Source: an optimization exercise on an open RTL-to-GDS flow (aim: small area, a short achievable clock period and few clock cycles per item). Production flows keep margins and buffers that such runs may drop. At most, simulation tests tie the RTL to the original design; equivalence was not proved.

==> module unpipelined_divider, before the edit <==
module unpipelined_divider #
(
    parameter N = 32
)
(
    input wire [N-1:0] dividend,
    input wire [N-1:0] divisor,
    input wire start,
    input wire rst,
    input wire clk,
    output wire [N-1:0] quotient,
    output wire [N-1:0] remainder,
    output reg done
);
    reg [N-1:0] rem_reg;    
    reg [N-1:0] dq_reg;     
    reg [4:0]   cnt;        
    reg         busy;
    wire d_nz = |divisor;
    wire sk3 = (|divisor[31:24]) | (d_nz & ~(|dividend[31:8]));
    wire sk2 = (|divisor[31:16]) | (d_nz & ~(|dividend[31:16]));
    wire sk1 = (|divisor[31:8])  | (d_nz & ~(|dividend[31:24]));
    wire [1:0] sh = sk3 ? 2'd3 : sk2 ? 2'd2 : sk1 ? 2'd1 : 2'd0;
    wire [2*N-1:0] load = {{N{1'b0}}, dividend} << {sh, 3'b000};
    wire [N:0]   shifted = {rem_reg, dq_reg[N-1]};
    wire [N+1:0] diff    = {1'b0, shifted} - {2'b0, divisor};
    wire         ge      = ~diff[N+1];
    always @(posedge clk) begin
        if (start) begin
            rem_reg <= load[2*N-1:N];
            dq_reg  <= load[N-1:0];
        end else begin
            rem_reg <= ge ? diff[N-1:0] : shifted[N-1:0];
            dq_reg  <= {dq_reg[N-2:0], ge};
        end
    end
    always @(posedge clk or posedge rst) begin
        if (rst) begin
            busy <= 1'b0;
            done <= 1'b0;
            cnt  <= 5'd0;
        end else begin
            done <= busy && (cnt == 5'd31);
            if (start) begin
                busy <= 1'b1;
                cnt  <= {sh, 3'b000};
            end else if (busy) begin
                cnt <= cnt + 5'd1;
                if (cnt == 5'd31) busy <= 1'b0;
            end
        end
    end
    assign quotient  = dq_reg;
    assign remainder = rem_reg;
endmodule
Settings: LEC_CHECK=0, CAP_MARGIN=20, CORE_MARGIN=2, CORE_UTILIZATION=40, SLEW_MARGIN=20; clock period 4.0 ns.
run.sh (not shown) runs the stock make flow with config.mk's settings and CLKGATE_MAP_FILE= SYNTH_SCRIPT=/design/flow/synth_recipe.tcl, a recipe that flattens the netlist after the stock synthesis.
Rerun with:
==> flow/design.v (replaced) <==
module unpipelined_divider #
(
    parameter N = 32
)
(
    input wire [N-1:0] dividend,
    input wire [N-1:0] divisor,
    input wire start,
    input wire rst,
    input wire clk,
    output wire [N-1:0] quotient,
    output wire [N-1:0] remainder,
    output reg done
);
    reg [N-1:0] rem_reg;    
    reg [N-1:0] dq_reg;     
    reg [4:0]   cnt;        
    reg         busy;
    wire [N-1:0] r_in = start ? {N{1'b0}} : rem_reg;
    wire [N-1:0] q_in = start ? dividend : dq_reg;
    wire [N:0]   shifted = {r_in, q_in[N-1]};
    wire [N+1:0] diff    = {1'b0, shifted} - {2'b0, divisor};
    wire         ge      = ~diff[N+1];
    always @(posedge clk) begin
        rem_reg <= ge ? diff[N-1:0] : shifted[N-1:0];
        dq_reg  <= {q_in[N-2:0], ge};
    end
    always @(posedge clk or posedge rst) begin
        if (rst) begin
            busy <= 1'b0;
            done <= 1'b0;
            cnt  <= 5'd0;
        end else begin
            done <= busy && (cnt == 5'd31);
            if (start) begin
                busy <= 1'b1;
                cnt  <= 5'd1;
            end else if (busy) begin
                cnt <= cnt + 5'd1;
                if (cnt == 5'd31) busy <= 1'b0;
            end
        end
    end
    assign quotient  = dq_reg;
    assign remainder = rem_reg;
endmodule
Non-clock buffer count falls by 24.
Sequential share of layout area rises by 2.6 points.
Core utilization falls by 1.0 points.
Die area falls by 9.4%.
Critical path depth falls by 3.
Worst hold slack improved by 0.014 ns.
Wire length falls by 32%.
Fmax rises by about 5.4%.
Synthesized cell count falls by 21%.
Via count falls by about 24%.
No run of this note included a check of the RTL's function; only the layout flow was run.

main:
unpipelined_divider, a different RTL version from the one above (not shown whole).
Size in the first run: ~550 cells after synthesis, about 71 flip-flops, about 130 I/O pins, roughly 4800 sq um of cells after synthesis.
==> module unpipelined_divider, before the edit <==
module unpipelined_divider #
(
    parameter N = 32
)
(
    input wire [N-1:0] dividend,
    input wire [N-1:0] divisor,
    input wire start,
    input wire rst,
    input wire clk,
    output wire [N-1:0] quotient,
    output wire [N-1:0] remainder,
    output reg done
);
    reg [N-1:0] rem_reg;    
    reg [N-1:0] dq_reg;     
    reg [4:0]   cnt;        
    reg         busy;
    wire d_nz = |divisor;
    wire sk3 = (|divisor[31:24]) | (d_nz & ~(|dividend[31:8]));
    wire sk2 = (|divisor[31:16]) | (d_nz & ~(|dividend[31:16]));
    wire sk1 = (|divisor[31:8])  | (d_nz & ~(|dividend[31:24]));
    wire [1:0] sh = sk3 ? 2'd3 : sk2 ? 2'd2 : sk1 ? 2'd1 : 2'd0;
    wire [2*N-1:0] load = {{N{1'b0}}, dividend} << {sh, 3'b000};
    wire [N:0] t = {rem_reg, dq_reg[N-1]};
    wire [N-1:0] r_step;
    wire ge;
    div_step #(.N(N)) step (.t(t), .divisor(divisor), .r(r_step), .ge(ge));
    always @(posedge clk) begin
        if (start) begin
            rem_reg <= load[2*N-1:N];
            dq_reg  <= load[N-1:0];
        end else begin
            rem_reg <= r_step;
            dq_reg  <= {dq_reg[N-2:0], ge};
        end
    end
    always @(posedge clk or posedge rst) begin
        if (rst) begin
            busy <= 1'b0;
            done <= 1'b0;
            cnt  <= 5'd0;
        end else begin
            done <= busy && (cnt == 5'd31);
            if (start) begin
                busy <= 1'b1;
                cnt  <= {sh, 3'b000};
            end else if (busy) begin
                cnt <= cnt + 5'd1;
                if (cnt == 5'd31) busy <= 1'b0;
            end
        end
    end
    assign quotient  = dq_reg;
    assign remainder = rem_reg;
endmodule
clock: 4.0 ns
lec_check: 0
cap_margin: 20
core_margin: 2
core_utilization: 55
cts_buf_list: sky130_fd_sc_hd__clkbuf_4 sky130_fd_sc_hd__clkbuf_8
setup_slack_margin: 1.0
slew_margin: 20
standard.sh (not shown) runs the stock make flow with config.mk's settings and CLKGATE_MAP_FILE= SYNTH_SCRIPT=/design/flow/synth_recipe.tcl, a recipe that flattens the netlist after the stock synthesis.
==> flow/flow/run.sh <==
#!/bin/bash
# The standard layout, with the port buffers set to the library's smallest
# plain buffer (buffer_ports otherwise picks a delay cell) and the settings
# below passed to the ORFS make.
set -euo pipefail
export BUFFER_PORTS_ARGS="-buffer_cell sky130_fd_sc_hd__buf_1"

bash standard.sh > standard.log 2>&1
Testbench counts of main, summed over its fixed seeds: cycles 10,456, items 512.
diff inputs: main => the feature branch
--- a/flow/design.v
+++ b/flow/design.v
@@ -13,7 +13,7 @@
     output reg done
 );
     reg [N-1:0] rem_reg;    
-    reg [N-1:0] dq_reg;     
+    reg [N-1:0] quot_reg;   
     reg [4:0]   cnt;        
     reg         busy;
     wire d_nz = |divisor;
@@ -21,18 +21,32 @@
     wire sk2 = (|divisor[31:16]) | (d_nz & ~(|dividend[31:16]));
     wire sk1 = (|divisor[31:8])  | (d_nz & ~(|dividend[31:24]));
     wire [1:0] sh = sk3 ? 2'd3 : sk2 ? 2'd2 : sk1 ? 2'd1 : 2'd0;
-    wire [2*N-1:0] load = {{N{1'b0}}, dividend} << {sh, 3'b000};
-    wire [N:0] t = {rem_reg, dq_reg[N-1]};
+    wire [N-1:0] rem_load = sh == 2'd3 ? {8'd0, dividend[N-1:8]} :
+                            sh == 2'd2 ? {16'd0, dividend[N-1:16]} :
+                            sh == 2'd1 ? {24'd0, dividend[N-1:24]} : {N{1'b0}};
+    reg x_reg;
+    wire [N-1:0] x_by_cnt;
+    genvar k;
+    generate
+        for (k = 0; k < N - 1; k = k + 1) begin : xb
+            assign x_by_cnt[k] = dividend[N-2-k];
+        end
+    endgenerate
+    assign x_by_cnt[N-1] = 1'b0;
+    wire x_first = dividend[{~sh, 3'b111}];
+    wire [N:0] t = {rem_reg, x_reg};
     wire [N-1:0] r_step;
     wire ge;
     div_step #(.N(N)) step (.t(t), .divisor(divisor), .r(r_step), .ge(ge));
     always @(posedge clk) begin
         if (start) begin
-            rem_reg <= load[2*N-1:N];
-            dq_reg  <= load[N-1:0];
+            rem_reg  <= rem_load;
+            quot_reg <= {N{1'b0}};
+            x_reg    <= x_first;
         end else begin
-            rem_reg <= r_step;
-            dq_reg  <= {dq_reg[N-2:0], ge};
+            rem_reg  <= r_step;
+            quot_reg <= {quot_reg[N-2:0], ge};
+            x_reg    <= x_by_cnt[cnt];
         end
     end
     always @(posedge clk or posedge rst) begin
@@ -51,7 +65,7 @@
             end
         end
     end
-    assign quotient  = dq_reg;
+    assign quotient  = quot_reg;
     assign remainder = rem_reg;
 endmodule
 module div_step #(parameter N = 32) (
Results
- Of main and the feature branch, the feature branch shows the higher design area, with main below it.
- Max total setup buffers inserted after CTS across main and the feature branch: the feature branch
- Fmax, main and the feature branch, higher one = main.
- Across both runs, depth of the most critical reg-to-reg path was higher for the feature branch than for main.
- For the number of buffers other than clock buffers in the final layout, the feature branch came in 9.8% higher than main did.
- Compared the feature branch vs main, and number of multi-input combinational cells is down in the feature branch.
Function not checked in the feature branch: the RTL went through the layout flow alone.

-- separate check: timing with driven ports --
Ports are ideal in the flow. The routed layouts listed here were re-timed in OpenROAD.
Step 1 assumes that a clkbuf_16 drives the clock port and a buf_2 every other input.
Step 2 moves the port delays by t, midway between the first and last clock arrival at a register: inputs arrive t later, outputs are due t later. That takes back most of the time a late clock gives input paths.
a / b / c = ideal / step 1 / step 2; a / b = the first two.
| run | shift t [ns] | slack for setup (ns) | worst setup path after step 2 |
|---|---|---|---|
| the first run of note 1 | 0.375 | 0.273 / 0.277 / -0.098 | input to register |
| the second run of note 1 | 0.385 | 0.466 / 0.463 / 0.079 | input to register |
| main | 0.391 | 1.104 / 1.107 / 0.717 | input to register |
| the feature branch | 0.382 | 0.999 / 0.991 / 0.609 | input to register |
Met with ideal ports but missed after step 2: setup timing in the first run of note 1. For the feature branch, which loses most, drivers alone change the setup slack by -0.008 ns; drivers and shift together by -0.390 ns.
